This is an optimization exercise on Yosys and OpenROAD, whose aim is small area, not a production implementation. Where RTL was checked, it was by simulation tests only, not by an equivalence proof against the original. Function not checked in run 4: the RTL went through the layout flow alone. Power is estimated from default activity; no workload was simulated.

==> design/flow/design.v <==
module uart_top (
  input  logic        pclk,
  input  logic        presetn,
  input  logic        psel,
  input  logic        penable,
  input  logic        pwrite,
  input  logic [31:0] paddr,
  input  logic [31:0] pwdata,
  input  logic        uart_rxd,
  output logic        pready,
  output logic [31:0] prdata,
  output logic        uart_txd,
  output logic        uart_intpt
);
  logic apb_acc;
  always_ff @(posedge pclk or negedge presetn)
    if (!presetn) apb_acc <= 1'b0;
    else          apb_acc <= ~apb_acc & psel;
  logic rd_en, wr_en;
  assign rd_en  = apb_acc & penable & ~pwrite;
  assign wr_en  = apb_acc & penable &  pwrite;
  assign pready = 1'b1;
  logic thr_wr_en, rbr_rd_en;
  assign thr_wr_en = wr_en & (paddr[7:0] == 8'h00);
  assign rbr_rd_en = rd_en & (paddr[7:0] == 8'h00);
  logic [2:0] ier;
  logic       fifoen, rxclr, txclr;
  logic [1:0] rxfiftl;
  logic [1:0] wls;
  logic       stb, pen, eps, sp, loop;
  logic [7:0] dll, dlh;
  logic       utrst, urrst;
  always_ff @(posedge pclk or negedge presetn)
    if (!presetn) begin
      ier     <= 3'b0;
      fifoen  <= 1'b0;
      rxclr   <= 1'b0;
      txclr   <= 1'b0;
      rxfiftl <= 2'b0;
      wls     <= 2'b0;
      stb     <= 1'b0;
      pen     <= 1'b0;
      eps     <= 1'b0;
      sp      <= 1'b0;
      loop    <= 1'b0;
      dll     <= 8'b0;
      dlh     <= 8'b0;
      utrst   <= 1'b0;
      urrst   <= 1'b0;
    end else if (wr_en) begin
      case (paddr[7:0])
        8'h04: ier <= pwdata[2:0];
        8'h08: {rxfiftl, txclr, rxclr, fifoen} <= {pwdata[7:6], pwdata[2:0]};
        8'h0C: {loop, sp, eps, pen, stb, wls} <= {pwdata[7], pwdata[5:0]};
        8'h20: dll <= pwdata[7:0];
        8'h24: dlh <= pwdata[7:0];
        8'h30: {utrst, urrst} <= pwdata[14:13];
        default: ;
      endcase
    end
  logic [14:0] comp_value;
  assign comp_value = {dlh, dll[7:1]};
  logic [14:0] cnt_rx, cnt_tx;
  logic [4:0]  bc_rx, bc_tx;      
  logic        inc_rx, inc_tx;    
  logic        comp_rx, comp_tx;
  logic        tx_idle;
  logic first_q;
  assign comp_rx = (cnt_rx == comp_value) & ~first_q;
  assign comp_tx = (cnt_tx == comp_value) & ~first_q;
  always_ff @(posedge pclk) begin
    cnt_rx <= (~urrst | comp_rx) ? 15'd1 : cnt_rx + 15'd1;
    cnt_tx <= (tx_idle | comp_tx) ? 15'd1 : cnt_tx + 15'd1;
  end
  always_ff @(posedge pclk or negedge presetn)
    if (!presetn) begin
      first_q <= 1'b1;
      bc_rx   <= 5'd0;
      bc_tx   <= 5'd0;
      inc_rx  <= 1'b0;
      inc_tx  <= 1'b0;
    end else begin
      first_q <= 1'b0;
      bc_rx   <= bc_rx + comp_rx;
      bc_tx   <= bc_tx + comp_tx;
      inc_rx  <= comp_rx & bc_rx[0];
      inc_tx  <= comp_tx & bc_tx[0];
    end
  logic [3:0] sc;
  assign sc = bc_rx[4:1];
  logic voting_edge, sample_edge, transmit_edge;
  assign voting_edge   = inc_rx & urrst & ((sc == 4'd6) | (sc == 4'd7) | (sc == 4'd8));
  assign sample_edge   = inc_rx & urrst & (sc == 4'd9);
  assign transmit_edge = inc_tx & ~tx_idle & (bc_tx[4:1] == 4'd15);
  logic dr, oe, pe, fe, bi, thre, temt;
  logic shift_cnt_eq, tsr_load;
  logic receive_done, parity_error, frame_error, uart_break;
  logic rx_fifo_empty, rx_fifo_full, tx_fifo_empty;
  logic [9:0] rx_head;
  logic [10:0] rbr;
  logic rbrf;
  always_ff @(posedge pclk or negedge presetn)
    if (!presetn) begin
      dr   <= 1'b0;
      oe   <= 1'b0;
      pe   <= 1'b0;
      fe   <= 1'b0;
      bi   <= 1'b0;
      thre <= 1'b1;
      temt <= 1'b1;
    end else begin
      if (fifoen) begin
        pe <= (rbr[8] | pe) & ~rbr_rd_en;
        fe <= (rbr[9] | fe) & ~rbr_rd_en;
        dr <= ~rx_fifo_empty;
        bi <= 1'b0;
        oe <= ((rx_fifo_full & receive_done) | oe) & ~rbr_rd_en;
      end else begin
        pe <= ((parity_error & receive_done) | pe) & ~rbr_rd_en;
        fe <= ((frame_error & receive_done) | fe) & ~rbr_rd_en;
        dr <= (receive_done | dr) & ~rbr_rd_en;
        bi <= (uart_break | bi) & ~rbr_rd_en;
        oe <= rbrf & receive_done;
      end
      thre <= ~thr_wr_en & ((~fifoen & tsr_load) | (fifoen & tx_fifo_empty) | thre);
      if (shift_cnt_eq) temt <= thre;
    end
  logic [7:0] thr;
  logic [7:0] txm [0:15];
  logic [4:0] twp, trp;
  logic       t_wr, t_rd;
  assign tx_fifo_empty = (twp == trp);
  assign t_wr = thr_wr_en & fifoen & ~((twp[3:0] == trp[3:0]) & (twp[4] ^ trp[4]));
  assign t_rd = tsr_load & fifoen & ~tx_fifo_empty;
  always_ff @(posedge pclk or negedge presetn)
    if (!presetn) thr <= 8'b0;
    else if (thr_wr_en & ~fifoen) thr <= pwdata[7:0];
  always_ff @(posedge pclk)
    if (t_wr) txm[twp[3:0]] <= pwdata[7:0];
  logic       t_z;
  logic [3:0] t_h;
  logic       tx_valid;
  always_ff @(posedge pclk or negedge presetn)
    if (!presetn) begin
      t_z <= 1'b0;
      t_h <= 4'd0;
    end else if (t_wr) begin
      if (twp[3:0] == 4'd0) t_z <= 1'b1;
      if (twp[3:0] > t_h)   t_h <= twp[3:0];
    end
  assign tx_valid = (trp[3:0] == 4'd0) ? t_z : (trp[3:0] <= t_h);
  always_ff @(posedge pclk or negedge presetn)
    if (!presetn) begin
      twp <= 5'd0;
      trp <= 5'd0;
    end else if (txclr) begin
      twp <= {4'd0, twp[3:0] == 4'd0};
      trp <= {4'd0, twp[3:0] == 4'd0};
    end else begin
      twp <= twp + t_wr;
      trp <= trp + t_rd;
    end
  logic [7:0] tx_data;
  assign tx_data = fifoen ? (tx_valid ? txm[trp[3:0]] : 8'b0) : thr;
  logic [9:0] rxm [0:15];
  logic [4:0] rwp, rrp;
  logic       r_wr, r_rd;
  logic [7:0] rsr_data;
  logic [7:0] just_rbr;
  assign rx_fifo_empty = (rwp == rrp);
  assign rx_fifo_full  = (rwp[3:0] == rrp[3:0]) & (rwp[4] ^ rrp[4]);
  assign r_wr = receive_done & fifoen & ~rx_fifo_full;
  assign r_rd = rbr_rd_en & fifoen & ~rx_fifo_empty;
  always_ff @(posedge pclk)
    if (r_wr) rxm[rwp[3:0]] <= {frame_error, parity_error, rsr_data};
  logic       r_z;
  logic [3:0] r_h;
  logic       rx_valid;
  always_ff @(posedge pclk or negedge presetn)
    if (!presetn) begin
      r_z <= 1'b0;
      r_h <= 4'd0;
    end else if (r_wr) begin
      if (rwp[3:0] == 4'd0) r_z <= 1'b1;
      if (rwp[3:0] > r_h)   r_h <= rwp[3:0];
    end
  assign rx_valid = (rrp[3:0] == 4'd0) ? r_z : (rrp[3:0] <= r_h);
  always_ff @(posedge pclk or negedge presetn)
    if (!presetn) begin
      rwp <= 5'd0;
      rrp <= 5'd0;
    end else if (rxclr) begin
      rwp <= {4'd0, rwp[3:0] == 4'd0};
      rrp <= {4'd0, rwp[3:0] == 4'd0};
    end else begin
      rwp <= rwp + r_wr;
      rrp <= rrp + r_rd;
    end
  always_ff @(posedge pclk or negedge presetn)
    if (!presetn) begin
      just_rbr <= 8'b0;
      rbrf     <= 1'b0;
    end else begin
      if (receive_done & ~rbrf & ~fifoen) just_rbr <= rsr_data;
      rbrf <= (receive_done | rbrf) & ~rbr_rd_en;
    end
  assign rx_head = rxm[rrp[3:0]];
  assign rbr = fifoen ? ((dr & rx_valid) ? {1'b0, rx_head} : 11'b0) : {3'b0, just_rbr};
  logic [3:0] rx_cnt;
  logic       below_level;
  assign rx_cnt = rwp[3:0] - rrp[3:0];
  always_comb
    case (rxfiftl)
      2'b00:   below_level = (rx_cnt == 4'd0);
      2'b01:   below_level = (rx_cnt[3:2] == 2'b00);
      2'b10:   below_level = ~rx_cnt[3];
      default: below_level = (rx_cnt < 4'd14);
    endcase
  assign uart_intpt = (thre & ier[1]) | ((pe | fe | bi) & ier[2]) | (dr & ier[0] & ~below_level);
  localparam logic [1:0] T_IDLE = 2'b00, T_START = 2'b01, T_TRANSMIT = 2'b10, T_PARITY = 2'b11;
  logic [1:0]  tstate;
  logic [3:0]  tx_cnt;
  logic        parity;
  logic [10:0] tsr;
  logic [3:0] data_cnt, shift_cnt;
  logic       data_cnt_eq;
  assign data_cnt  = 4'd6 + {2'b0, wls};
  assign shift_cnt = data_cnt + ((pen & stb) ? 4'd3 : (pen | stb) ? 4'd2 : 4'd1);
  assign data_cnt_eq  = (tx_cnt == data_cnt);
  assign shift_cnt_eq = (tx_cnt == shift_cnt);
  logic st_idle, st_start, st_tx, st_par;
  assign st_idle  = (tstate == T_IDLE);
  assign st_start = (tstate == T_START);
  assign st_tx    = (tstate == T_TRANSMIT);
  assign st_par   = (tstate == T_PARITY);
  assign tx_idle  = st_idle;
  logic shift_en, shift_count_en, shift_count_clr;
  assign shift_en        = (st_tx & transmit_edge & ~(data_cnt_eq | shift_cnt_eq)) | (st_par & transmit_edge);
  assign shift_count_en  = (st_start & transmit_edge) | (st_tx & transmit_edge & ~shift_cnt_eq) | (st_par & transmit_edge);
  assign shift_count_clr = st_tx & shift_cnt_eq & (~thre | transmit_edge);
  assign tsr_load        = st_start & transmit_edge;
  logic [1:0] tnext;
  always_comb
    case (tstate)
      T_IDLE:     tnext = (utrst & ~thre) ? T_START : T_IDLE;
      T_START:    tnext = ~utrst ? T_IDLE : transmit_edge ? T_TRANSMIT : T_START;
      T_TRANSMIT: tnext = ~utrst ? T_IDLE :
                          shift_cnt_eq ? (thre ? (transmit_edge ? T_IDLE : T_TRANSMIT) : T_START) :
                          (data_cnt_eq & transmit_edge & pen) ? T_PARITY : T_TRANSMIT;
      default:    tnext = ~utrst ? T_IDLE : transmit_edge ? T_TRANSMIT : T_PARITY;
    endcase
  logic [7:0]  tdata_m;
  logic [10:0] shift_data;
  always_comb
    case (wls)
      2'b00:   begin tdata_m = {3'b0, tx_data[4:0]}; shift_data = {3'b0, stb, 1'b1, tx_data[4:0], 1'b0}; end
      2'b01:   begin tdata_m = {2'b0, tx_data[5:0]}; shift_data = {2'b0, stb, 1'b1, tx_data[5:0], 1'b0}; end
      2'b10:   begin tdata_m = {1'b0, tx_data[6:0]}; shift_data = {1'b0, stb, 1'b1, tx_data[6:0], 1'b0}; end
      default: begin tdata_m = tx_data;               shift_data = {stb, 1'b1, tx_data, 1'b0}; end
    endcase
  logic parity_gen;
  assign parity_gen = sp ? ~eps : (eps ? ^tdata_m : ~^tdata_m);
  always_ff @(posedge pclk or negedge presetn)
    if (!presetn) begin
      tstate <= T_IDLE;
      tx_cnt <= 4'd0;
      parity <= 1'b0;
    end else begin
      tstate <= tnext;
      tx_cnt <= shift_count_clr ? 4'd0 : tx_cnt + shift_count_en;
      if (tsr_load & pen) parity <= parity_gen;
    end
  always_ff @(posedge pclk)
    if (tsr_load)      tsr <= shift_data;
    else if (shift_en) tsr <= {1'b0, tsr[10:1]};
  logic tx_bit;
  assign tx_bit   = st_par ? parity : tsr[0];
  assign uart_txd = loop | st_idle | st_start | tx_bit;
  logic loop_txd;
  assign loop_txd = st_idle | st_start | tx_bit;
  localparam logic [2:0] R_IDLE = 3'b000, R_START = 3'b001, R_RECEIVE = 3'b010, R_WAIT = 3'b011, R_BREAK = 3'b100;
  logic [2:0] rstate, rnext;
  logic [2:0] vote;
  logic [9:0] rsh;
  logic [3:0] fcnt;
  logic       rx_data, all_zero, receive_cnt_done;
  logic rs_idle, rs_start, rs_recv, rs_wait, rs_break;
  assign rs_idle  = (rstate == R_IDLE);
  assign rs_start = (rstate == R_START);
  assign rs_recv  = (rstate == R_RECEIVE);
  assign rs_wait  = (rstate == R_WAIT);
  assign rs_break = (rstate == R_BREAK);
  assign rx_data  = (vote[0] & vote[1]) | (vote[1] & vote[2]) | (vote[0] & vote[2]);
  assign all_zero = ~|rsh;
  assign receive_cnt_done = (fcnt == ({2'b0, wls} + 4'd5 + {3'b0, pen})) & sample_edge;
  always_comb
    case (rstate)
      R_IDLE:    rnext = urrst ? R_START : R_IDLE;
      R_START:   rnext = ~urrst ? R_IDLE : sample_edge ? (rx_data ? R_IDLE : R_RECEIVE) : R_START;
      R_RECEIVE: rnext = ~urrst ? R_IDLE : receive_cnt_done ? R_WAIT : R_RECEIVE;
      R_WAIT:    rnext = all_zero ? (sample_edge ? R_BREAK : R_WAIT) : (rx_data ? R_IDLE : R_WAIT);
      R_BREAK:   rnext = rx_data ? R_IDLE : R_BREAK;
      default:   rnext = R_IDLE;
    endcase
  assign receive_done = (rs_wait & ~all_zero & rx_data) | (rs_break & rx_data);
  assign uart_break   = rs_break & ~rx_data;
  logic serial_in;
  assign serial_in = loop ? loop_txd : uart_rxd;
  always_ff @(posedge pclk or negedge presetn)
    if (!presetn) begin
      rstate <= R_IDLE;
      vote   <= 3'b0;
      rsh    <= 10'b0;
    end else begin
      rstate <= rnext;
      if (~rs_idle & voting_edge)   vote <= {serial_in, vote[2:1]};
      if (rs_recv & sample_edge)    rsh  <= {rx_data, rsh[9:1]};
    end
  always_ff @(posedge pclk)
    fcnt <= ~rs_recv ? 4'd0 : fcnt + sample_edge;
  always_comb
    case ({pen, wls})
      3'b000: rsr_data = {3'b0, rsh[8:4]};
      3'b001: rsr_data = {2'b0, rsh[8:3]};
      3'b010: rsr_data = {1'b0, rsh[8:2]};
      3'b011: rsr_data = rsh[8:1];
      3'b100: rsr_data = {3'b0, rsh[7:3]};
      3'b101: rsr_data = {2'b0, rsh[7:2]};
      3'b110: rsr_data = {1'b0, rsh[7:1]};
      default: rsr_data = rsh[7:0];
    endcase
  logic expected_parity;
  assign expected_parity = sp ? ~eps : (eps ? ^rsr_data : ~^rsr_data);
  assign parity_error    = pen & (rsh[8] != expected_parity);
  assign frame_error     = receive_done & ~rsh[9];
  logic [31:0] rd_data;
  always_comb
    case (paddr[5:0])
      6'h00:   rd_data = {21'b0, rbr};
      6'h04:   rd_data = {29'b0, ier};
      6'h08:   rd_data = {24'b0, fifoen, fifoen, 5'b0, ~uart_intpt};
      6'h0C:   rd_data = {26'b0, sp, eps, pen, stb, wls};
      6'h14:   rd_data = {25'b0, temt, thre, bi, fe, pe, oe, dr};
      6'h20:   rd_data = {24'b0, dll};
      6'h24:   rd_data = {24'b0, dlh};
      6'h30:   rd_data = {17'b0, utrst, urrst, 13'b0};
      default: rd_data = 32'b0;
    endcase
  assign prdata = rd_en ? rd_data : 32'b0;
endmodule
==> design/flow/flow/run.sh <==
#!/bin/bash
set -euo pipefail
export BUFFER_PORTS_ARGS="-buffer_cell sky130_fd_sc_hd__buf_1"
export CTS_ARGS="-sink_clustering_enable -repair_clock_nets -sink_clustering_size 18 -sink_clustering_max_diameter 100 -buf_list sky130_fd_sc_hd__clkbuf_8 -dont_use_dummy_load"
bash standard.sh finish > standard.log 2>&1
==> design/flow/standard.sh <==
#!/bin/bash
# synth_recipe.tcl (not shown) runs the flow's synth.tcl, then flattens the netlist and writes it again
# the make line also repeats each setting of config.mk as NAME=value (left out here)
make -C /OpenROAD-flow-scripts/flow DESIGN_CONFIG=/design/flow/config.mk WORK_HOME=/design/flow/orfs CLKGATE_MAP_FILE= SYNTH_SCRIPT=/design/flow/synth_recipe.tcl "${@:-finish}"
==> design/flow/config.mk <==
export PLATFORM = sky130hd
export DESIGN_NAME = uart_top
export DESIGN_NICKNAME = uart_top
export VERILOG_FILES = /design/flow/design.v
export SDC_FILE = /design/flow/constraint.sdc
export NUM_CORES = 4
export LEC_CHECK = 0
export CAP_MARGIN = 0
export CORE_MARGIN = 2
export CORE_UTILIZATION = 65
export CTS_BUF_LIST = sky130_fd_sc_hd__clkbuf_8
export CTS_CLUSTER_DIAMETER = 50
export CTS_CLUSTER_SIZE = 20
export SLEW_MARGIN = 0
==> design/flow/constraint.sdc <==
create_clock -name core_clock -period 10.0 [get_ports {pclk}]
set_input_delay 2.0000 -clock core_clock [delete_from_list [all_inputs] [get_ports {pclk}]]
set_output_delay 2.0000 -clock core_clock [all_outputs]
set_load 0.01 [all_outputs]
==> results.py, run 1 <==
metrics = {
    "synth": {
        "synth_ff_type": "edfxtp_1",
        "avgSynthCellArea_um2": 14.4,
        "ys.warnings.count": 1,
        "ys_seq_elements": 457,
        "synth-seq-area-share": 0.617,
        "synth_cells": 1433,
        "yosysTopAreaCell": "edfxtp_1",
        "syn_area_mm2": 0.0207,
        "synthDistinctLibCells": 73,
        "async_reset_ff_frac": 0.271,
        "yosys.area.top_type_share": 0.434,
        "synth_edf_count": 299,
        "synth_area_leaders": "edfxtp_1 (43%), dfrtp_1 (15%), mux4_2 (7.1%)",
    },
    "floorplanning": {
        "die_x_um": 182,
        "dieArea_mm2": 0.0333,
        "die_y_um": 182,
        "core-area_mm2": 0.0315,
        "row_count": 65,
        "start_util": 0.658,
        "ios": 105,
    },
    "setup_path": {
        "worstSetupStartpointType": "input port",
        "crit_buf_inv": 2,
        "cp_cell_sequence": "buf_1 > nor2b_1 > and2_1 > a221oi_1 > o22ai_1 > buf_1",
        "cp.required_ps": 8000,
        "crit_path_max_incr_delay_ps": 610,
        "crit_type": "input port to primary output",
        "worstPathArrival_ps": 3960,
        "slowest_stage": "nor2b_1",
        "crit_family": "simple AND/OR/NAND/NOR gates",
        "path_common_cell": "buf_1",
        "crit_path_max_fanout": 10,
        "end_kind": "primary output",
    },
    "run_status": {
        "outcome": "timing/DRC/antenna clean",
    },
    "sta": {
        "slew_violations": 0,
        "setup_viol": 0,
        "finalCriticalPeriod_ps": 5960,
        "finalSetupTns_ps": 0,
        "max_freq_ghz": 0.168,
        "tightest_slew_ps": 1200,
        "grt_setup_unrepaired": "no",
        "slew_headroom": 0.195,
        "hold_violations": 0,
        "fin_ws_ps": 4040,
        "fin_crit_sh": 0.596,
        "finClkSkew_ps": 47.6,
    },
    "pwr": {
        "max-vdd-ir-drop_mv": 0.130,
        "powerDensity_mw_per_mm2": 142,
        "leakage_nw": 7.67,
        "design_power_total_mw": 3.06,
    },
    "global_route": {
        "grt_pass1_wl_um": 66900,
        "antenna_found_initial": 1,
        "grt_max_degree": 64,
        "grt_pass1_vias": 11700,
        "grt_overflow": 0,
        "grt_use_total": 0.264,
    },
    "clock_network": {
        "clk_root_buffer_cell": "clkbuf_8",
        "cts_setup_buffers": 0,
        "cts.htree.levels": 1,
        "numCtsBuffers": 29,
        "cts-resized-gates": 0,
        "cts_hold_buf": 0,
        "cts.sinks": 457,
        "cts_tree": "built",
        "worstSkewPairLatency_ps": 620,
        "clock_path_buffers": 3,
        "path_clk_slew_ps": 120,
    },
    "finish": {
        "stdcell_count": 1861,
        "layout-drive-gt1-share": 0.150,
        "final_cell_mix": "edfxtp_1 (299), nor2_1 (120), dfrtp_1 (118), mux2_2 (77), mux4_2 (65)",
        "fin_nets": 1575,
        "final_common_cell": "edfxtp_1",
        "area_delta_synth_final_pct": 4.24,
    },
    "route": {
        "dr.max_layer_used": "met4",
        "vias": 11600,
        "wl_per_cell_um": 22.8,
        "vias_per_cell": 6.22,
        "drt_iter0_markers": 864,
        "met1_length_um": 18000,
        "drt_wl_total_um": 42500,
        "met3_length_um": 1820,
        "drtPass1Iterations": 5,
        "postRouteAntennaNets": 0,
        "met2WireLength_um": 21800,
        "drc": 0,
    },
    "hold_path": {
        "min_path_type": "flip-flop to flip-flop",
    },
    "placement": {
        "placed_cells": 1831,
        "portBuffers": 37,
        "hpwl_um": 29100,
        "dp_slack_ps": 4160,
        "gp_congestion": 0.919,
    },
    "run": {
        "cap_violations": 0,
    },
}
-- worst register-to-register path, delay by kind of cell (launching register included) --
family | cells | cell delay (ps)
flops | 1 | 900
xor+xnor | 1 | 180
buf+inv | 3 | 510
simple gates | 3 | 1140
fa+ha+maj | 3 | 950
compound gates | 2 | 360
-- final timing paths --
check / startpoint / end / cells after the start / slack (ps)
setup / recovery: paddr[5] / prdata[3] / 6 / 4040
max in group asynchronous: presetn / dlh[5] / 2 / 7090
setup reg to reg: pen / tsr[3] / 12 / 5580
hold / removal: apb_acc / apb_acc / 1 / 450
hold reg to reg: apb_acc / apb_acc / 1 / 450
min in group asynchronous: presetn / rwp[1] / 1 / 1480
-- sequential cells by signal, indices dropped and copies added (netlist names), 8 cells and up --
signal / cells
dll: 8
just_rbr: 8
dlh: 8
thr: 8
cnt_rx: 15
txm: 128
tsr: 11
rxm: 160
cnt_tx: 15
rsh: 10
-- synthesized netlist by cell type (13+ instances only) --
master    instances
mux2i_1          23
mux4_2           65
a21oi_1          33
nor2b_1          31
dfrtp_1         121
buf_4            22
xnor2_1          49
nor2_1          120
clkbuf_1         44
ha_1             43
dfxtp_1          34
inv_1            45
and3_1           13
mux4_1           15
nand3_1          48
o21ai_0          35
nor3_1           17
mux2_2           77
edfxtp_1        299
nand4_1          18
xor2_1           53
nand2_1          51
-- cell type report --
| class | instances | area [um2] |
|---|---|---|
| fillers | 2174 | 9900 |
| well taps | 402 | 503 |
| inverters | 46 | 173 |
| repair buffers | 57 | 293 |
| clock buffers | 29 | 399 |
| multi-input cells | 869 | 7430 |
| diodes | 1 | 2.50 |
| flip-flops and latches | 457 | 12800 |
-- report_power, final --
part / total [mW] / internal (mW) / switching [mW] / leakage, nW
clock network: 0.791 / 0.260 / 0.531 / 0.209
logic: 0.226 / 0.0916 / 0.134 / 3.05
registers: 2.04 / 2.02 / 0.0145 / 4.42
-- cells by family (layout without fill, tap and decap cells) --
kind of cell / after synthesis / after routing / share of synthesized area
adders and majority gates: 46 / 46 / 0.0284
buffers and inverters: 127 / 132 / 0.0288
and+or+nand+nor: 366 / 366 / 0.0885
other: 2 / 23 / 0.000363
xor gates and xnor gates: 104 / 104 / 0.0453
AOI/OAI and AO/OA: 151 / 151 / 0.0489
muxes: 180 / 180 / 0.143
DFF: 457 / 457 / 0.617
-- layer usage --
layer,global-route usage,vias up
li1,-,5366
met1,0.361,5842
met2,0.461,302
met3,0.0267,67
met4,0.0668,0
met5,0,-
-- through the flow --
step	cell area [um2]	utilization	hold WS, ps
after floorplan	20800	-	403
after global placement	21200	0.673	414
after detailed placement	21200	0.673	434
after CTS	21600	0.685	450
after global routing	21600	0.685	459
final	21600	0.685	449
==> run 2: changes to the inputs <==
==> design/flow/flow/run.sh (replaced) <==
#!/bin/bash
set -euo pipefail
export BUFFER_PORTS_ARGS="-buffer_cell sky130_fd_sc_hd__buf_1"
export CTS_ARGS="-sink_clustering_enable -repair_clock_nets -sink_clustering_size 20 -sink_clustering_max_diameter 50 -buf_list sky130_fd_sc_hd__clkbuf_8 -dont_use_dummy_load"
bash standard.sh finish > standard.log 2>&1
==> results.py, run 2 <==
metrics = {
    "finish": {
        "final_cell_mix": "edfxtp_1 (299), nor2_1 (120), dfrtp_1 (118), mux2_2 (77), mux4_2 (65)",
        "largest_reg_flops": 160,
        "fillCellCount": 2162,
        "layout-drive-gt1-share": 0.155,
        "fin_nets": 1585,
        "area_delta_synth_final_pct": 4.90,
        "multi_input_area_mm2": 0.00743,
        "regArea_mm2": 0.0128,
        "final_common_cell": "edfxtp_1",
        "final_core_util": 0.690,
    },
    "floorplanning": {
        "die_y_um": 182,
        "core-area_mm2": 0.0315,
        "ios": 105,
        "start_util": 0.658,
        "die_x_um": 182,
        "dieArea_mm2": 0.0333,
        "row_count": 65,
    },
    "setup_path": {
        "rrSetupSlack_ps": 5620,
        "cp.required_ps": 8000,
        "r2r_start": "pen",
        "end_kind": "primary output",
        "regToRegEndpoint": "tsr[10]",
        "crit_type": "input port to primary output",
        "worstSetupStartpointType": "input port",
        "reg2reg_depth": 12,
        "crit_path_max_fanout": 10,
        "worstPathArrival_ps": 3930,
    },
    "sta": {
        "max_freq_ghz": 0.169,
        "finalCriticalPeriod_ps": 5930,
        "setup_viol": 0,
        "slew_headroom": 0.183,
        "grt_setup_unrepaired": "no",
        "fin_crit_sh": 0.593,
        "hold_violations": 0,
        "finClkSkew_ps": 58.3,
        "slew_violations": 0,
        "tightest_slew_ps": 1220,
        "finalSetupTns_ps": 0,
    },
    "synth": {
        "synth_cells": 1433,
        "async_reset_ff_frac": 0.271,
        "ys_top_cells_by_count": "edfxtp_1 (299), dfrtp_1 (121), nor2_1 (120)",
        "avgSynthCellArea_um2": 14.4,
        "synthDistinctLibCells": 73,
        "synth_ff_type": "edfxtp_1",
        "yosys.area.top_type_share": 0.434,
        "yosysMostFrequentCell": "edfxtp_1",
        "syn_area_mm2": 0.0207,
        "synth_area_leaders": "edfxtp_1 (43%), dfrtp_1 (15%), mux4_2 (7.1%)",
        "yosysTopAreaCell": "edfxtp_1",
        "synth-seq-area-share": 0.617,
        "synth_edf_count": 299,
        "ys.warnings.count": 1,
        "ys_seq_elements": 457,
    },
    "hold_path": {
        "min_path_type": "flip-flop to flip-flop",
        "min_delay_worst_endpoint": "apb_acc",
        "holdCritStartpoint": "apb_acc",
        "whs_path_depth": 1,
    },
    "global_route": {
        "grt_use_total": 0.266,
        "grt_overflow": 0,
        "grt_pass1_wl_um": 67000,
        "grt_max_degree": 64,
        "grt_pass1_vias": 11700,
        "antenna_found_initial": 1,
    },
    "route": {
        "postRouteAntennaNets": 0,
        "dr.max_layer_used": "met4",
        "met2WireLength_um": 21900,
        "drt_iter0_markers": 872,
        "vias": 11700,
        "met3_length_um": 1960,
        "drtPass1Iterations": 5,
        "vias_per_cell": 6.24,
        "drt_wl_total_um": 42700,
        "wl_per_cell_um": 22.8,
        "met1_length_um": 17800,
        "drc": 0,
    },
    "clock_network": {
        "cts_hold_buf": 0,
        "numCtsBuffers": 39,
        "path_clk_slew_ps": 70,
        "worstSkewPairLatency_ps": 580,
        "cts_setup_buffers": 0,
        "cts-resized-gates": 0,
        "cts_tree": "built",
        "clk_root_buffer_cell": "clkbuf_8",
        "cts.htree.levels": 2,
        "cts.sinks": 457,
        "clock_path_buffers": 3,
    },
    "placement": {
        "hpwl_um": 29100,
        "gp_congestion": 0.919,
        "portBuffers": 37,
    },
    "run": {
        "cap_violations": 0,
    },
    "run_status": {
        "outcome": "timing/DRC/antenna clean",
    },
    "pwr": {
        "max-vdd-ir-drop_mv": 0.170,
        "leakage_nw": 7.74,
        "powerDensity_mw_per_mm2": 146,
    },
}
[run 2: cell counts after synthesis]
No cell type changed its count.
[run 2: cells by family (layout without fill, tap and decap cells)]
group,after synthesis,after routing,share of synthesized area
muxes,180,180,0.143
AOI/OAI and AO/OA,151,151,0.0489
xor gates and xnor gates,104,104,0.0453
adders and majority gates,46,46,0.0284
and+or+nand+nor,366,366,0.0885
DFF,457,457,0.617
buffers and inverters,127,142,0.0288
other,2,23,0.000363
[run 2: per-stage QoR]
stage	area, um2	worst slack (ps)	instances	power [mW]	hold WS, ps
3_5_place_dp	21200	4160	1831	2.31	434
2_1_floorplan	20800	4570	1453	2.24	403
4_1_cts	21700	4150	1870	3.20	444
3_3_place_gp	21200	4200	1831	2.31	414
5_1_grt	21700	3990	1871	3.29	452
6_report	21700	4070	1871	3.17	443
[run 2: metal layers]
layer	up-vias	track usage
li1	5382	-
met1	5901	0.358
met2	310	0.461
met3	75	0.0359
met4	0	0.0774
met5	-	0
[run 2: critical path: stages]
cell	delay, ps
buf_1	310
nor2b_1	590
and2_1	380
a221oi_1	150
a31oi_1	310
buf_1	190
[run 2: layout make-up]
class | count | share of cell area
diodes | 1 | 0.000115
clock buffers | 39 | 0.0247
inverters | 46 | 0.00795
multi-input cells | 869 | 0.342
flip-flops and latches | 457 | 0.588
well taps | 402 | 0.0232
repair buffers | 57 | 0.0135
[run 2: power breakdown]
group | leakage (nW) | switching, mW | internal (mW) | total, mW
clock | 0.280 | 0.552 | 0.350 | 0.902
combinational | 3.05 | 0.135 | 0.0916 | 0.226
sequential | 4.42 | 0.0146 | 2.02 | 2.04
[run 2: worst max path at each step]
stage / startpoint / cells past startpoint / endpoint
2_1_floorplan: paddr[5] / 7 / prdata[0]
3_3_place_gp: paddr[5] / 6 / prdata[3]
3_5_place_dp: paddr[5] / 6 / prdata[0]
4_1_cts: paddr[5] / 6 / prdata[0]
5_1_grt: paddr[5] / 6 / prdata[0]
6_report: paddr[5] / 6 / prdata[0]
==> run 3: changes to the inputs <==
==> design/flow/flow/run.sh (replaced) <==
#!/bin/bash
set -euo pipefail
export BUFFER_PORTS_ARGS="-buffer_cell sky130_fd_sc_hd__buf_2"
export CTS_ARGS="-sink_clustering_enable -repair_clock_nets -sink_clustering_size 20 -sink_clustering_max_diameter 50 -buf_list sky130_fd_sc_hd__clkbuf_8 -dont_use_dummy_load"
bash standard.sh finish > standard.log 2>&1
==> results.py, run 3 <==
metrics = {
    "sta": {
        "finalSetupTns_ps": 0,
        "fin_ws_ps": 3770,
        "hold_violations": 0,
        "max_freq_ghz": 0.160,
        "setup_viol": 0,
        "tightest_slew_ps": 1190,
        "slew_headroom": 0.207,
        "grt_setup_unrepaired": "no",
        "slew_violations": 0,
        "fin_crit_sh": 0.623,
        "finClkSkew_ps": 63.4,
        "finalCriticalPeriod_ps": 6230,
    },
    "placement": {
        "dp_slack_ps": 4290,
        "placed_area_mm2": 0.0212,
        "placed_cells": 1826,
        "gp_congestion": 0.877,
        "portBuffers": 37,
        "hpwl_um": 29300,
    },
    "clock_network": {
        "worstSkewPairLatency_ps": 610,
        "cts.sinks": 457,
        "clock_path_buffers": 3,
        "path_clk_slew_ps": 60,
        "cts.htree.levels": 2,
        "cts_tree": "built",
        "clk_root_buffer_cell": "clkbuf_8",
        "cts_setup_buffers": 0,
        "numCtsBuffers": 41,
        "cts-resized-gates": 0,
        "cts_hold_buf": 0,
    },
    "finish": {
        "regArea_mm2": 0.0128,
        "stdcell_count": 1868,
        "final_cell_mix": "edfxtp_1 (299), nor2_1 (120), dfrtp_1 (118), mux2_2 (77), mux4_2 (65)",
        "largest_reg_flops": 160,
        "multi_input_area_mm2": 0.00743,
        "fin_area_mm2": 0.0217,
        "layout-drive-gt1-share": 0.178,
        "fin_nets": 1582,
        "area_delta_synth_final_pct": 5.09,
        "fillCellCount": 2215,
        "final_common_cell": "edfxtp_1",
    },
    "floorplanning": {
        "die_y_um": 182,
        "dieArea_mm2": 0.0333,
        "core-area_mm2": 0.0315,
        "die_x_um": 182,
        "start_util": 0.658,
        "ios": 105,
        "row_count": 65,
    },
    "pwr": {
        "max-vdd-ir-drop_mv": 0.133,
        "leakage_nw": 7.85,
        "p_sw_mw": 0.712,
        "power.share.clock": 0.291,
        "design_power_total_mw": 3.20,
        "comb_power_share": 0.070,
        "swShare": 0.223,
        "p_int_mw": 2.48,
        "powerDensity_mw_per_mm2": 147,
        "seqPwrFrac": 0.639,
    },
    "setup_path": {
        "worstPathArrival_ps": 4230,
        "crit_family": "compound AO/OA/AOI/OAI gates",
        "cp.required_ps": 8000,
        "path_common_cell": "o21a_1",
        "crit_type": "flip-flop to primary output",
        "crit_path_max_incr_delay_ps": 1080,
        "crit_buf_inv": 1,
        "cp_cell_sequence": "ha_1 > nor2b_1 > o21a_1 > o21a_1 > o211ai_1 > o2111ai_1 > o2bb2ai_1 > nand2_1 > a31oi_1 > buf_2",
        "worstSetupStartpointType": "flip-flop",
        "slowest_stage": "dfrtp_2",
        "crit_path_max_fanout": 45,
        "end_kind": "primary output",
    },
    "synth": {
        "synth_ff_type": "edfxtp_1",
        "async_reset_ff_frac": 0.271,
        "synthDistinctLibCells": 73,
        "yosys.area.top_type_share": 0.434,
        "ys.warnings.count": 1,
        "yosysMostFrequentCell": "edfxtp_1",
        "synth_area_leaders": "edfxtp_1 (43%), dfrtp_1 (15%), mux4_2 (7.1%)",
        "synth-seq-area-share": 0.617,
        "ys_seq_elements": 457,
        "syn_area_mm2": 0.0207,
        "yosysTopAreaCell": "edfxtp_1",
        "synth_edf_count": 299,
        "ys_top_cells_by_count": "edfxtp_1 (299), dfrtp_1 (121), nor2_1 (120)",
        "synth_cells": 1433,
        "avgSynthCellArea_um2": 14.4,
    },
    "global_route": {
        "grt_pass1_wl_um": 67000,
        "grt_use_total": 0.267,
        "grt_pass1_vias": 11700,
        "grt_max_degree": 71,
        "grt_overflow": 0,
        "antenna_found_initial": 1,
    },
    "route": {
        "met1_length_um": 17400,
        "drt_wl_total_um": 42900,
        "dr.max_layer_used": "met4",
        "drt_iter0_markers": 734,
        "met3_length_um": 2040,
        "drtPass1Iterations": 5,
        "vias": 11700,
        "postRouteAntennaNets": 0,
        "drc": 0,
        "vias_per_cell": 6.28,
        "met2WireLength_um": 22000,
        "wl_per_cell_um": 22.9,
    },
    "run": {
        "cap_violations": 0,
    },
    "hold_path": {
        "min_path_type": "flip-flop to flip-flop",
    },
    "run_status": {
        "outcome": "timing/DRC/antenna clean",
    },
}
-- run 3: cell counts after synthesis --
No cell type changed its count.
-- run 3: per-stage QoR --
| stage | util | hold WS (ps) |
|---|---|---|
| after detailed placement | 0.673 | 428 |
| final | 0.691 | 433 |
| after global routing | 0.691 | 463 |
| after CTS | 0.691 | 438 |
| after floorplan | - | 403 |
| after global placement | 0.673 | 417 |
-- run 3: power groups by stage --
stage	logic (mW)	clock network, mW	registers (mW)
final	0.223	0.930	2.04
after global routing	0.247	1.02	2.04
after CTS	0.227	0.955	2.04
after detailed placement	0.227	0	2.08
after global placement	0.223	0	2.08
after floorplan	0.165	0	2.07
-- run 3: path summary, 6_finish.rpt --
check | start | endpoint | slack, ps | depth (start not counted)
setup / recovery | rrp[1] | prdata[0] | 3770 | 10
hold / removal | apb_acc | apb_acc | 430 | 1
setup reg to reg | pen | tsr[10] | 5620 | 12
hold reg to reg | apb_acc | apb_acc | 430 | 1
max in group asynchronous | presetn | dlh[2] | 7290 | 2
min in group asynchronous | presetn | rwp[1] | 1340 | 1
-- run 3: kinds of logic after synthesis --
group,after synthesis,synth area share
AO/OA/AOI/OAI,151,0.0489
XOR/XNOR,104,0.0453
adder cells (fa/ha/maj),46,0.0284
buffers and inverters,127,0.0288
flip-flops,457,0.617
multiplexers,180,0.143
other,2,0.000363
AND/OR/NAND/NOR,366,0.0885
-- run 3: final cells by class --
class                      count  share of cell area
antenna                        1            0.000115
clock buffer                  41              0.0259
inverter                      46             0.00794
multi-input combinational    869               0.342
sequential                   457               0.587
tap                          402              0.0231
timing repair buffer          52              0.0140
-- run 3: layer usage --
layer / track usage / vias up
li1: - / 5374
met1: 0.356 / 5917
met2: 0.458 / 344
met3: 0.0351 / 92
met4: 0.0919 / 0
met5: 0 / -
-- run 3: worst register-to-register path: cells and delay by family, from the launching register on --
kind	cells	cell delay, ps
buf+inv	3	490
xor+xnor	1	180
fa+ha+maj	3	920
simple gates	3	1190
compound gates	2	380
flops	1	860
==> run 4: changes to the inputs <==
--- a/design/flow/design.v
+++ b/design/flow/design.v
@@ -33,29 +33,19 @@
   always_ff @(posedge pclk or negedge presetn)
-    if (!presetn) begin
-      ier     <= 3'b0;
-      fifoen  <= 1'b0;
-      rxclr   <= 1'b0;
-      txclr   <= 1'b0;
-      rxfiftl <= 2'b0;
-      wls     <= 2'b0;
-      stb     <= 1'b0;
-      pen     <= 1'b0;
-      eps     <= 1'b0;
-      sp      <= 1'b0;
-      loop    <= 1'b0;
-      dll     <= 8'b0;
-      dlh     <= 8'b0;
-      utrst   <= 1'b0;
-      urrst   <= 1'b0;
-    end else if (wr_en) begin
-      case (paddr[7:0])
-        8'h04: ier <= pwdata[2:0];
-        8'h08: {rxfiftl, txclr, rxclr, fifoen} <= {pwdata[7:6], pwdata[2:0]};
-        8'h0C: {loop, sp, eps, pen, stb, wls} <= {pwdata[7], pwdata[5:0]};
-        8'h20: dll <= pwdata[7:0];
-        8'h24: dlh <= pwdata[7:0];
-        8'h30: {utrst, urrst} <= pwdata[14:13];
-        default: ;
-      endcase
-    end
+    if (!presetn)                         ier <= 3'b0;
+    else if (wr_en & (paddr[7:0] == 8'h04)) ier <= pwdata[2:0];
+  logic [14:0] pw;
+  assign pw = pwdata[14:0] & {15{presetn}};
+  logic fcr_ld, lcr_ld, dll_ld, dlh_ld, pwr_ld;
+  assign fcr_ld = ~presetn | (wr_en & (paddr[7:0] == 8'h08));
+  assign lcr_ld = ~presetn | (wr_en & (paddr[7:0] == 8'h0C));
+  assign dll_ld = ~presetn | (wr_en & (paddr[7:0] == 8'h20));
+  assign dlh_ld = ~presetn | (wr_en & (paddr[7:0] == 8'h24));
+  assign pwr_ld = ~presetn | (wr_en & (paddr[7:0] == 8'h30));
+  always_ff @(posedge pclk) begin
+    if (fcr_ld) {rxfiftl, txclr, rxclr, fifoen} <= {pw[7:6], pw[2:0]};
+    if (lcr_ld) {loop, sp, eps, pen, stb, wls} <= {pw[7], pw[5:0]};
+    if (dll_ld) dll <= pw[7:0];
+    if (dlh_ld) dlh <= pw[7:0];
+    if (pwr_ld) {utrst, urrst} <= pw[14:13];
+  end
   logic [14:0] comp_value;
@@ -67,7 +57,6 @@
   logic        tx_idle;
-  logic first_q;
-  assign comp_rx = (cnt_rx == comp_value) & ~first_q;
-  assign comp_tx = (cnt_tx == comp_value) & ~first_q;
+  assign comp_rx = (cnt_rx == comp_value);
+  assign comp_tx = (cnt_tx == comp_value);
   always_ff @(posedge pclk) begin
-    cnt_rx <= (~urrst | comp_rx) ? 15'd1 : cnt_rx + 15'd1;
+    cnt_rx <= (~presetn | ~urrst | comp_rx) ? 15'd1 : cnt_rx + 15'd1;
     cnt_tx <= (tx_idle | comp_tx) ? 15'd1 : cnt_tx + 15'd1;
@@ -76,3 +65,2 @@
     if (!presetn) begin
-      first_q <= 1'b1;
       bc_rx   <= 5'd0;
@@ -82,3 +70,2 @@
     end else begin
-      first_q <= 1'b0;
       bc_rx   <= bc_rx + comp_rx;
@@ -104,3 +91,2 @@
       dr   <= 1'b0;
-      oe   <= 1'b0;
       pe   <= 1'b0;
@@ -109,3 +95,2 @@
       thre <= 1'b1;
-      temt <= 1'b1;
     end else begin
@@ -116,3 +101,2 @@
         bi <= 1'b0;
-        oe <= ((rx_fifo_full & receive_done) | oe) & ~rbr_rd_en;
       end else begin
@@ -122,7 +106,10 @@
         bi <= (uart_break | bi) & ~rbr_rd_en;
-        oe <= rbrf & receive_done;
       end
       thre <= ~thr_wr_en & ((~fifoen & tsr_load) | (fifoen & tx_fifo_empty) | thre);
-      if (shift_cnt_eq) temt <= thre;
     end
+  always_ff @(posedge pclk) begin
+    oe   <= presetn & (fifoen ? (((rx_fifo_full & receive_done) | oe) & ~rbr_rd_en)
+                              : (rbrf & receive_done));
+    temt <= ~presetn | (shift_cnt_eq ? thre : temt);
+  end
   logic [7:0] thr;
@@ -134,20 +121,9 @@
   assign t_rd = tsr_load & fifoen & ~tx_fifo_empty;
-  always_ff @(posedge pclk or negedge presetn)
-    if (!presetn) thr <= 8'b0;
-    else if (thr_wr_en & ~fifoen) thr <= pwdata[7:0];
   always_ff @(posedge pclk)
-    if (t_wr) txm[twp[3:0]] <= pwdata[7:0];
-  logic       t_z;
-  logic [3:0] t_h;
-  logic       tx_valid;
-  always_ff @(posedge pclk or negedge presetn)
-    if (!presetn) begin
-      t_z <= 1'b0;
-      t_h <= 4'd0;
-    end else if (t_wr) begin
-      if (twp[3:0] == 4'd0) t_z <= 1'b1;
-      if (twp[3:0] > t_h)   t_h <= twp[3:0];
-    end
-  assign tx_valid = (trp[3:0] == 4'd0) ? t_z : (trp[3:0] <= t_h);
-  always_ff @(posedge pclk or negedge presetn)
+    if (~presetn | (thr_wr_en & ~fifoen)) thr <= pw[7:0];
+  for (genvar i = 0; i < 16; i++) begin : g_txm
+    always_ff @(posedge pclk)
+      if (~presetn | (t_wr & (twp[3:0] == i))) txm[i] <= pw[7:0];
+  end
+  always_ff @(posedge pclk)
     if (!presetn) begin
@@ -163,3 +139,3 @@
   logic [7:0] tx_data;
-  assign tx_data = fifoen ? (tx_valid ? txm[trp[3:0]] : 8'b0) : thr;
+  assign tx_data = fifoen ? txm[trp[3:0]] : thr;
   logic [9:0] rxm [0:15];
@@ -173,17 +149,9 @@
   assign r_rd = rbr_rd_en & fifoen & ~rx_fifo_empty;
+  logic [9:0] rx_din;
+  assign rx_din = {frame_error, parity_error, rsr_data} & {10{presetn}};
+  for (genvar i = 0; i < 16; i++) begin : g_rxm
+    always_ff @(posedge pclk)
+      if (~presetn | (r_wr & (rwp[3:0] == i))) rxm[i] <= rx_din;
+  end
   always_ff @(posedge pclk)
-    if (r_wr) rxm[rwp[3:0]] <= {frame_error, parity_error, rsr_data};
-  logic       r_z;
-  logic [3:0] r_h;
-  logic       rx_valid;
-  always_ff @(posedge pclk or negedge presetn)
-    if (!presetn) begin
-      r_z <= 1'b0;
-      r_h <= 4'd0;
-    end else if (r_wr) begin
-      if (rwp[3:0] == 4'd0) r_z <= 1'b1;
-      if (rwp[3:0] > r_h)   r_h <= rwp[3:0];
-    end
-  assign rx_valid = (rrp[3:0] == 4'd0) ? r_z : (rrp[3:0] <= r_h);
-  always_ff @(posedge pclk or negedge presetn)
     if (!presetn) begin
@@ -198,12 +166,8 @@
     end
-  always_ff @(posedge pclk or negedge presetn)
-    if (!presetn) begin
-      just_rbr <= 8'b0;
-      rbrf     <= 1'b0;
-    end else begin
-      if (receive_done & ~rbrf & ~fifoen) just_rbr <= rsr_data;
-      rbrf <= (receive_done | rbrf) & ~rbr_rd_en;
-    end
+  always_ff @(posedge pclk)
+    rbrf <= presetn & (receive_done | rbrf) & ~rbr_rd_en;
+  always_ff @(posedge pclk)
+    if (~presetn | (receive_done & ~rbrf & ~fifoen)) just_rbr <= rx_din[7:0];
   assign rx_head = rxm[rrp[3:0]];
-  assign rbr = fifoen ? ((dr & rx_valid) ? {1'b0, rx_head} : 11'b0) : {3'b0, just_rbr};
+  assign rbr = fifoen ? (dr ? {1'b0, rx_head} : 11'b0) : {3'b0, just_rbr};
   logic [3:0] rx_cnt;
@@ -265,9 +229,9 @@
       tstate <= T_IDLE;
-      tx_cnt <= 4'd0;
-      parity <= 1'b0;
     end else begin
       tstate <= tnext;
-      tx_cnt <= shift_count_clr ? 4'd0 : tx_cnt + shift_count_en;
-      if (tsr_load & pen) parity <= parity_gen;
     end
+  always_ff @(posedge pclk) begin
+    tx_cnt <= (~presetn | shift_count_clr) ? 4'd0 : tx_cnt + shift_count_en;
+    if (~presetn | (tsr_load & pen)) parity <= parity_gen & presetn;
+  end
   always_ff @(posedge pclk)
==> design/flow/flow/run.sh (replaced) <==
#!/bin/bash
set -euo pipefail
export BUFFER_PORTS_ARGS="-buffer_cell sky130_fd_sc_hd__buf_1"
export CTS_ARGS="-sink_clustering_enable -repair_clock_nets -sink_clustering_size 30 -sink_clustering_max_diameter 100 -buf_list sky130_fd_sc_hd__clkbuf_16 -dont_use_dummy_load"
bash standard.sh finish > standard.log 2>&1
==> results.py, run 4 <==
metrics = {
    "clock_network": {
        "cts_tree": "built",
        "path_clk_slew_ps": 110,
        "cts.htree.levels": 1,
        "cts_hold_buf": 0,
        "clk_root_buffer_cell": "clkbuf_16",
        "worstSkewPairLatency_ps": 540,
        "cts.sinks": 446,
        "clock_path_buffers": 3,
        "cts_setup_buffers": 0,
        "cts-resized-gates": 0,
        "numCtsBuffers": 18,
    },
    "synth": {
        "avgSynthCellArea_um2": 12.3,
        "ys_seq_elements": 446,
        "synth_area_leaders": "edfxtp_1 (51%), dfxtp_1 (6.0%), dfrtp_1 (4.7%)",
        "synth_edf_count": 346,
        "ys_top_cells_by_count": "edfxtp_1 (346), nor2_1 (123), o21ai_0 (100)",
        "synthDistinctLibCells": 91,
        "yosysTopAreaCell": "edfxtp_1",
        "synth-seq-area-share": 0.617,
        "async_reset_ff_frac": 0.0874,
        "syn_area_mm2": 0.0204,
        "yosys.area.top_type_share": 0.509,
        "yosysMostFrequentCell": "edfxtp_1",
        "synth_cells": 1660,
        "synth_ff_type": "edfxtp_1",
        "ys.warnings.count": 3,
    },
    "floorplanning": {
        "ios": 105,
        "row_count": 64,
        "die_y_um": 181,
        "start_util": 0.663,
        "dieArea_mm2": 0.0328,
        "die_x_um": 181,
        "core-area_mm2": 0.0307,
    },
    "route": {
        "drt_iter0_markers": 1733,
        "vias": 13600,
        "vias_per_cell": 6.59,
        "wl_per_cell_um": 24.5,
        "drt_wl_total_um": 50500,
        "drc": 0,
        "postRouteAntennaNets": 0,
        "drtPass1Iterations": 7,
    },
    "sta": {
        "tightest_slew_ps": 1300,
        "grt_setup_unrepaired": "no",
        "slew_violations": 0,
        "max_freq_ghz": 0.156,
        "hold_violations": 0,
        "fin_crit_sh": 0.642,
        "fin_ws_ps": 3580,
        "setup_viol": 0,
        "finalCriticalPeriod_ps": 6420,
        "finalSetupTns_ps": 0,
        "slew_headroom": 0.124,
        "finClkSkew_ps": 28.9,
    },
    "setup_path": {
        "crit_path_max_fanout": 7,
        "path_common_cell": "buf_1",
        "cp_cell_sequence": "buf_1 > nor4_2 > nand2_1 > nor2_1 > a222oi_1 > a21boi_0 > o22ai_1 > buf_1",
        "worstSetupStartpointType": "input port",
        "cp.required_ps": 8000,
        "crit_type": "input port to primary output",
        "worstPathArrival_ps": 4420,
        "crit_path_max_incr_delay_ps": 780,
        "slowest_stage": "nor4_2",
        "end_kind": "primary output",
    },
    "placement": {
        "placed_area_mm2": 0.0209,
        "portBuffers": 37,
        "gp_congestion": 0.865,
        "hpwl_um": 33800,
        "dp_slack_ps": 3720,
    },
    "hold_path": {
        "min_path_type": "flip-flop to flip-flop",
    },
    "finish": {
        "layout-drive-gt1-share": 0.0747,
        "final_common_cell": "edfxtp_1",
        "fin_area_mm2": 0.0213,
        "largest_reg_flops": 160,
        "final_cell_mix": "edfxtp_1 (346), nor2_1 (123), nand2_1 (93), o21ai_0 (82), nand3_1 (71)",
        "fin_nets": 1762,
        "area_delta_synth_final_pct": 4.68,
    },
    "global_route": {
        "antenna_found_initial": 1,
        "grt_pass1_wl_um": 76200,
        "grt_use_total": 0.307,
        "grt_max_degree": 60,
        "grt_overflow": 0,
        "grt_pass1_vias": 12700,
    },
    "pwr": {
        "max-vdd-ir-drop_mv": 0.149,
        "design_power_total_mw": 3.29,
        "powerDensity_mw_per_mm2": 154,
        "leakage_nw": 7.38,
    },
    "run_status": {
        "outcome": "timing/DRC/antenna clean",
    },
    "run": {
        "cap_violations": 0,
    },
}
## run 4: cell type report
| type | instances | area [um2] |
|---|---|---|
| Antenna cell | 2 | 5.00 |
| Clock buffer | 18 | 450 |
| Fill cell | 2231 | 9400 |
| Inverter | 46 | 173 |
| Multi-Input combinational cell | 1073 | 7180 |
| Sequential cell | 446 | 12600 |
| Tap cell | 396 | 495 |
| Timing Repair Buffer | 78 | 450 |
## run 4: routing by layer
layer,vias to the layer above,global-route usage,share of wire,wire length (um)
li1,6146,-,-,-
met1,6714,0.424,0.40,20000
met2,622,0.521,0.50,25200
met3,91,0.0337,0.079,3990
met4,0,0.0891,0.026,1300
met5,-,0,0,0
## run 4: worst paths after layout
path / endpoint / slack (ps) / cells after the start / from
max: prdata[6] / 3580 / 8 / paddr[3]
min: apb_acc / 470 / 1 / apb_acc
max reg2reg: parity / 6280 / 10 / trp[0]
min reg2reg: apb_acc / 470 / 1 / apb_acc
max in group asynchronous: rsh[8] / 7570 / 2 / presetn
min in group asynchronous: vote[2] / 1520 / 1 / presetn
## run 4: logic make-up after synthesis
logic type | count (synthesis) | share of synthesized area
compound gates | 341 | 0.111
xor+xnor | 100 | 0.0443
fa+ha+maj | 31 | 0.0196
buf+inv | 160 | 0.0347
flops | 446 | 0.617
mux | 98 | 0.0526
other cells | 2 | 0.000368
simple gates | 482 | 0.120
## run 4: power breakdown
group / internal (mW) / total (mW) / switching (mW)
combinational: 0.0985 / 0.291 / 0.192
sequential: 2.10 / 2.15 / 0.0476
clock: 0.328 / 0.851 / 0.523
total: 2.53 / 3.29 / 0.763
## run 4: worst max-delay path, delay by kind of cell
kind	cells	cell delay [ps]
buffers and inverters	2	400
and+or+nand+nor	3	1340
AOI/OAI and AO/OA	3	670
## run 4: per-stage QoR
step	cells	hold WS, ps	util
floorplan	1679	426	-
global placement	2039	443	0.679
detailed placement	2039	457	0.679
CTS	2057	474	0.694
global route	2057	501	0.694
finish	2059	470	0.694
==> run 5: changes to the inputs <==
--- a/design/flow/design.v
+++ b/design/flow/design.v
@@ -91,2 +91,3 @@
       dr   <= 1'b0;
+      oe   <= 1'b0;
       pe   <= 1'b0;
@@ -95,2 +96,3 @@
       thre <= 1'b1;
+      temt <= 1'b1;
     end else begin
@@ -101,2 +103,3 @@
         bi <= 1'b0;
+        oe <= ((rx_fifo_full & receive_done) | oe) & ~rbr_rd_en;
       end else begin
@@ -106,10 +109,7 @@
         bi <= (uart_break | bi) & ~rbr_rd_en;
+        oe <= rbrf & receive_done;
       end
       thre <= ~thr_wr_en & ((~fifoen & tsr_load) | (fifoen & tx_fifo_empty) | thre);
+      if (shift_cnt_eq) temt <= thre;
     end
-  always_ff @(posedge pclk) begin
-    oe   <= presetn & (fifoen ? (((rx_fifo_full & receive_done) | oe) & ~rbr_rd_en)
-                              : (rbrf & receive_done));
-    temt <= ~presetn | (shift_cnt_eq ? thre : temt);
-  end
   logic [7:0] thr;
@@ -127,3 +127,3 @@
   end
-  always_ff @(posedge pclk)
+  always_ff @(posedge pclk or negedge presetn)
     if (!presetn) begin
@@ -155,3 +155,3 @@
   end
-  always_ff @(posedge pclk)
+  always_ff @(posedge pclk or negedge presetn)
     if (!presetn) begin
@@ -166,4 +166,5 @@
     end
-  always_ff @(posedge pclk)
-    rbrf <= presetn & (receive_done | rbrf) & ~rbr_rd_en;
+  always_ff @(posedge pclk or negedge presetn)
+    if (!presetn) rbrf <= 1'b0;
+    else          rbrf <= (receive_done | rbrf) & ~rbr_rd_en;
   always_ff @(posedge pclk)
@@ -229,9 +230,9 @@
       tstate <= T_IDLE;
+      tx_cnt <= 4'd0;
+      parity <= 1'b0;
     end else begin
       tstate <= tnext;
+      tx_cnt <= shift_count_clr ? 4'd0 : tx_cnt + shift_count_en;
+      if (tsr_load & pen) parity <= parity_gen;
     end
-  always_ff @(posedge pclk) begin
-    tx_cnt <= (~presetn | shift_count_clr) ? 4'd0 : tx_cnt + shift_count_en;
-    if (~presetn | (tsr_load & pen)) parity <= parity_gen & presetn;
-  end
   always_ff @(posedge pclk)
==> results.py, run 5 <==
metrics = {
    "pwr": {
        "powerDensity_mw_per_mm2": 161,
        "design_power_total_mw": 3.43,
        "leakage_nw": 7.47,
        "max-vdd-ir-drop_mv": 0.176,
    },
    "finish": {
        "fin_nets": 1717,
        "final_core_util": 0.693,
        "stdcell_count": 2012,
        "largest_reg_flops": 160,
        "layout-drive-gt1-share": 0.0767,
        "final_common_cell": "edfxtp_1",
        "area_delta_synth_final_pct": 4.51,
        "num_antenna_cells": 0,
        "multi_input_area_mm2": 0.00702,
        "regArea_mm2": 0.0127,
        "fillCellCount": 2219,
        "final_cell_mix": "edfxtp_1 (345), nor2_1 (102), nand2_1 (91), o21ai_0 (85), dfrtp_1 (64)",
    },
    "global_route": {
        "grt_use_total": 0.302,
        "grt_max_degree": 73,
        "grt_use_met1": 0.447,
        "grt_overflow": 0,
        "antenna_found_initial": 0,
        "grt_pass1_vias": 12600,
        "grt_pass1_wl_um": 75700,
        "gr-usage-met2": 0.467,
        "top_usage_layer": "met2",
        "met3_usage": 0.0599,
    },
    "placement": {
        "hpwl_um": 32400,
        "placed_cells": 1994,
        "gp_congestion": 0.961,
        "portBuffers": 37,
    },
    "clock_network": {
        "cts_tree": "built",
        "cts.sinks": 446,
        "cts_setup_buffers": 0,
        "clock_path_buffers": 3,
        "cts.htree.levels": 1,
        "cts_hold_buf": 0,
        "worstSkewPairLatency_ps": 560,
        "cts-resized-gates": 0,
        "clk_root_buffer_cell": "clkbuf_16",
        "path_clk_slew_ps": 110,
        "numCtsBuffers": 18,
    },
    "route": {
        "wl_per_cell_um": 24.6,
        "vias": 13400,
        "drc": 0,
        "drt_iter0_markers": 1593,
        "drt_wl_total_um": 49500,
        "postRouteAntennaNets": 0,
        "vias_per_cell": 6.68,
        "drtPass1Iterations": 8,
    },
    "synth": {
        "synth_top_family_by_area": "compound AO/OA/AOI/OAI gates",
        "syn_area_mm2": 0.0203,
        "async_reset_ff_frac": 0.150,
        "avgSynthCellArea_um2": 12.6,
        "synth-compound-area-share": 0.117,
        "synth_ff_type": "edfxtp_1",
        "yosys.area.top_type_share": 0.509,
        "yosys.area_share.xor_xnor": 0.0439,
        "synthDistinctLibCells": 86,
        "yosysMostFrequentCell": "edfxtp_1",
        "synthMuxAreaShare": 0.0448,
        "yosysTopAreaCell": "edfxtp_1",
        "yosys.area_share.adder": 0.0191,
        "yosys.area_share.simple": 0.115,
        "synth_cells": 1612,
        "ys_seq_elements": 446,
        "synth_area_leaders": "edfxtp_1 (51%), dfrtp_1 (8.0%), dfxtp_1 (3.3%)",
        "ys_top_cells_by_count": "edfxtp_1 (345), nor2_1 (102), o21ai_0 (102)",
        "ys.warnings.count": 3,
        "synth-seq-area-share": 0.625,
        "synth_edf_count": 345,
    },
    "setup_path": {
        "crit_path_max_fanout": 10,
        "end_kind": "primary output",
        "cp.required_ps": 8000,
        "cp_cell_sequence": "buf_1 > nor4_1 > and2_1 > o2111ai_1 > a31o_2 > a21oi_1 > buf_1",
        "worstSetupStartpointType": "input port",
        "worstPathArrival_ps": 4140,
        "path_common_cell": "buf_1",
        "crit_type": "input port to primary output",
        "slowest_stage": "nor4_1",
        "crit_path_max_incr_delay_ps": 710,
    },
    "floorplanning": {
        "die_y_um": 181,
        "dieArea_mm2": 0.0327,
        "start_util": 0.663,
        "row_count": 64,
        "die_x_um": 181,
        "core-area_mm2": 0.0307,
        "ios": 105,
    },
    "sta": {
        "finalCriticalPeriod_ps": 6140,
        "fin_crit_sh": 0.614,
        "setup_viol": 0,
        "finClkSkew_ps": 62.6,
        "slew_headroom": 0.182,
        "grt_setup_unrepaired": "no",
        "tightest_slew_ps": 1220,
        "max_freq_ghz": 0.163,
        "slew_violations": 0,
        "hold_violations": 0,
        "finalSetupTns_ps": 0,
    },
    "hold_path": {
        "min_path_type": "flip-flop to flip-flop",
    },
    "run_status": {
        "outcome": "timing/DRC/antenna clean",
    },
    "run": {
        "cap_violations": 0,
    },
}
==> run 5: cell families after synthesis <==
kind of cell | after synthesis
DFF | 446
xor gates and xnor gates | 102
and+or+nand+nor | 457
other | 2
buffers and inverters | 148
muxes | 78
adders and majority gates | 30
AOI/OAI and AO/OA | 349
==> run 5: power by group <==
group | total [mW] | internal [mW] | switching [mW] | leakage, nW
clock | 0.857 | 0.327 | 0.529 | 0.222
sequential | 2.17 | 2.12 | 0.0512 | 4.55
combinational | 0.404 | 0.133 | 0.271 | 2.70
==> run 5: layout make-up <==
cell class,instances,area share
inverters,40,0.00706
flip-flops and latches,446,0.598
repair buffers,75,0.0201
multi-input cells,1037,0.330
well taps,396,0.0233
clock buffers,18,0.0212
==> run 5: through the flow <==
step / cell area [um2] / hold slack, ps / setup slack, ps
6_report: 21300 / 468 / 3860
5_1_grt: 21300 / 496 / 3700
4_1_cts: 21300 / 470 / 3930
3_5_place_dp: 20800 / 443 / 3960
3_3_place_gp: 20800 / 432 / 4010
2_1_floorplan: 20400 / 402 / 4440
==> run 5: worst paths after layout <==
kind | start | endpoint | slack (ps) | depth (start not counted)
max | paddr[5] | prdata[6] | 3860 | 7
max reg2reg | rrp[2] | rxm[13][6] | 5710 | 9
min reg2reg | cnt_tx[0] | cnt_tx[0] | 470 | 1
min | cnt_tx[0] | cnt_tx[0] | 470 | 1
max in group asynchronous | presetn | rsh[0] | 7310 | 2
min in group asynchronous | presetn | rwp[0] | 1550 | 1
==> run 5: worst max-delay path: cells and delay by family <==
kind            cells  cell delay, ps
compound gates      3             640
simple gates        2            1150
buf+inv             2             340
==> run 5: per-layer routing <==
metal  up-vias  share of wire
li1       6028              -
met1      6614           0.41
met2       712           0.46
met3        84           0.10
met4         0          0.023
met5         -              0
==> run 6: changes to the inputs <==
--- a/design/flow/config.mk
+++ b/design/flow/config.mk
@@ -9,6 +9,3 @@
 export CORE_MARGIN = 2
-export CORE_UTILIZATION = 65
-export CTS_BUF_LIST = sky130_fd_sc_hd__clkbuf_8
-export CTS_CLUSTER_DIAMETER = 50
-export CTS_CLUSTER_SIZE = 20
+export CORE_UTILIZATION = 72
 export SLEW_MARGIN = 0
==> results.py, run 6 <==
metrics = {
    "route": {
        "wl_per_cell_um": 24.5,
        "drtPass1Iterations": 7,
        "drt_iter0_markers": 1921,
        "drt_wl_total_um": 48800,
        "postRouteAntennaNets": 0,
        "vias_per_cell": 6.85,
        "drc": 0,
        "vias": 13700,
    },
    "synth": {
        "synth_area_leaders": "edfxtp_1 (51%), dfrtp_1 (8.0%), dfxtp_1 (3.3%)",
        "synth_edf_count": 345,
        "yosysTopAreaCell": "edfxtp_1",
        "syn_area_mm2": 0.0203,
        "synth_cells": 1612,
        "yosysMostFrequentCell": "edfxtp_1",
        "synthDistinctLibCells": 86,
        "ys.warnings.count": 3,
        "avgSynthCellArea_um2": 12.6,
        "ys_seq_elements": 446,
        "ys_top_cells_by_count": "edfxtp_1 (345), nor2_1 (102), o21ai_0 (102)",
        "yosys.area.top_type_share": 0.509,
        "synth-seq-area-share": 0.625,
        "async_reset_ff_frac": 0.150,
        "synth_ff_type": "edfxtp_1",
    },
    "setup_path": {
        "cp.required_ps": 8000,
        "cp_cell_sequence": "buf_4 > clkinv_1 > nor2_1 > a32o_1 > a31oi_1 > o21ai_0 > a22oi_1 > a211oi_1 > o21ai_0 > a31oi_1 > buf_1",
        "crit_type": "flip-flop to primary output",
        "crit_buf_inv": 3,
        "crit_family": "compound AO/OA/AOI/OAI gates",
        "slowest_stage": "nor2_1",
        "crit_path_max_incr_delay_ps": 670,
        "worstPathArrival_ps": 4150,
        "crit_path_max_fanout": 40,
        "r2r_start": "rrp[2]",
        "worstSetupStartpointType": "flip-flop",
        "reg2reg_depth": 9,
        "regToRegEndpoint": "rxm[7][5]",
        "rrSetupSlack_ps": 6070,
        "end_kind": "primary output",
    },
    "clock_network": {
        "cts_setup_buffers": 0,
        "clock_path_buffers": 3,
        "cts.sinks": 446,
        "clk_root_buffer_cell": "clkbuf_16",
        "worstSkewPairLatency_ps": 560,
        "cts_hold_buf": 0,
        "cts_tree": "built",
        "cts.htree.levels": 1,
        "path_clk_slew_ps": 120,
        "cts-resized-gates": 0,
        "numCtsBuffers": 18,
    },
    "floorplanning": {
        "start_util": 0.732,
        "die_y_um": 172,
        "dieArea_mm2": 0.0296,
        "ios": 105,
        "row_count": 61,
        "core-area_mm2": 0.0278,
        "die_x_um": 172,
    },
    "run_status": {
        "outcome": "timing/DRC/antenna clean",
    },
    "hold_path": {
        "whs_path_depth": 1,
        "min_path_type": "flip-flop to flip-flop",
        "holdCritStartpoint": "cnt_tx[0]",
        "min_delay_worst_endpoint": "cnt_tx[0]",
    },
    "placement": {
        "placed_area_mm2": 0.0208,
        "gp_congestion": 0.957,
        "portBuffers": 37,
        "hpwl_um": 31700,
    },
    "global_route": {
        "grt_pass1_vias": 12700,
        "grt_pass1_wl_um": 73700,
        "grt_use_total": 0.332,
        "antenna_found_initial": 1,
        "grt_max_degree": 74,
        "grt_overflow": 0,
    },
    "pwr": {
        "powerDensity_mw_per_mm2": 161,
        "max-vdd-ir-drop_mv": 0.166,
        "leakage_nw": 7.47,
        "design_power_total_mw": 3.42,
    },
    "run": {
        "cap_violations": 0,
    },
    "sta": {
        "max_freq_ghz": 0.163,
        "hold_slack_ps": 459,
        "grt_setup_unrepaired": "no",
        "setup_viol": 0,
        "fin_crit_sh": 0.615,
        "slew_violations": 0,
        "hold_violations": 0,
        "finClkSkew_ps": 64.5,
        "finalSetupTns_ps": 0,
        "tightest_slew_ps": 1220,
        "slew_headroom": 0.182,
        "finalCriticalPeriod_ps": 6150,
    },
    "finish": {
        "layout-drive-gt1-share": 0.0767,
        "final_cell_mix": "edfxtp_1 (345), nor2_1 (102), nand2_1 (91), o21ai_0 (87), dfrtp_1 (64)",
        "fin_nets": 1718,
        "largest_reg_flops": 160,
        "final_common_cell": "edfxtp_1",
        "fin_area_mm2": 0.0212,
        "num_antenna_cells": 0,
        "area_delta_synth_final_pct": 4.41,
    },
}
[run 6: cell counts after synthesis]
Identical to the previous run, type by type.
[run 6: cell type report]
class	count	area (um2)
Sequential cell	446	12700
Clock buffer	18	450
Fill cell	1790	6540
Timing Repair Buffer	76	435
Tap cell	378	473
Multi-Input combinational cell	1037	7010
Inverter	40	150
[run 6: worst max-delay path by stage]
stage,from,cells past startpoint,endpoint,slack [ps]
6_report,rrp[2],11,prdata[1],3850
5_1_grt,rrp[2],10,prdata[6],3780
3_3_place_gp,paddr[5],7,prdata[6],4000
4_1_cts,paddr[5],7,prdata[6],3990
3_5_place_dp,paddr[5],7,prdata[6],4000
2_1_floorplan,paddr[1],6,prdata[6],4440
[run 6: report_power, final]
part           internal (mW)  switching, mW  leakage (nW)  total (mW)
logic                  0.133          0.273          2.70       0.406
registers               2.12         0.0540          4.55        2.17
clock network          0.327          0.517         0.222       0.843
[run 6: per-stage QoR]
step | worst slack [ps] | cells | util
after floorplan | 4440 | 1631 | -
after global placement | 4000 | 1977 | 0.748
after detailed placement | 4000 | 1977 | 0.748
after CTS | 3990 | 1995 | 0.765
after global routing | 3780 | 1995 | 0.765
final | 3850 | 1995 | 0.765
[run 6: kinds of logic after synthesis]
kind of cell,after synthesis,share of synthesized area
flip-flops,446,0.625
AO/OA/AOI/OAI,349,0.117
adder cells (fa/ha/maj),30,0.0191
buffers and inverters,148,0.0345
multiplexers,78,0.0448
XOR/XNOR,102,0.0439
AND/OR/NAND/NOR,457,0.115
other,2,0.000369
[run 6: routing by layer]
layer	GRT usage	part of all wire
met2	0.514	0.46
met3	0.0552	0.12
met5	0	0.00027
met1	0.491	0.40
met4	0.101	0.031

## afterwards: timing with drivers on the ports
No port has a modelled driver above. Below, the same layouts with a new extraction and two added sets of constraints.
Step 1 assumes that a clkbuf_16 drives the clock port and a buf_2 every other input.
Step 2, shift: input delay + t, output delay - t, t = (earliest + latest rising clock arrival at the registers) / 2. This alone moves slack from input paths to output paths.
a / b / c = ideal / step 1 / step 2; a / b = the first two.
| run | t (ns) | setup slack, ns | worst setup path at the end | worst register clock-pin slew, ns | worst slew at a driven data input, ns |
|---|---|---|---|---|---|
| run 1 | 0.649 | 4.040 / 4.002 / 4.002 | input to output | 0.12 / 0.12 | 0.09 |
| run 2 | 0.603 | 4.066 / 4.025 / 4.025 | input to output | 0.11 / 0.11 | 0.09 |
| run 3 | 0.627 | 3.768 / 3.719 / 4.211 | input to output | 0.11 / 0.11 | 0.08 |
| run 4 | 0.581 | 3.575 / 3.549 / 3.549 | input to output | 0.12 / 0.12 | 0.09 |
| run 5 | 0.586 | 3.865 / 3.827 / 3.842 | input to output | 0.12 / 0.12 | 0.05 |
| run 6 | 0.575 | 3.849 / 3.797 / 3.914 | input to output | 0.12 / 0.12 | 0.04 |
After both steps setup and hold are still met in every run listed. For run 2, which loses most, drivers alone change the setup slack by -0.041 ns; drivers and shift together by -0.041 ns.
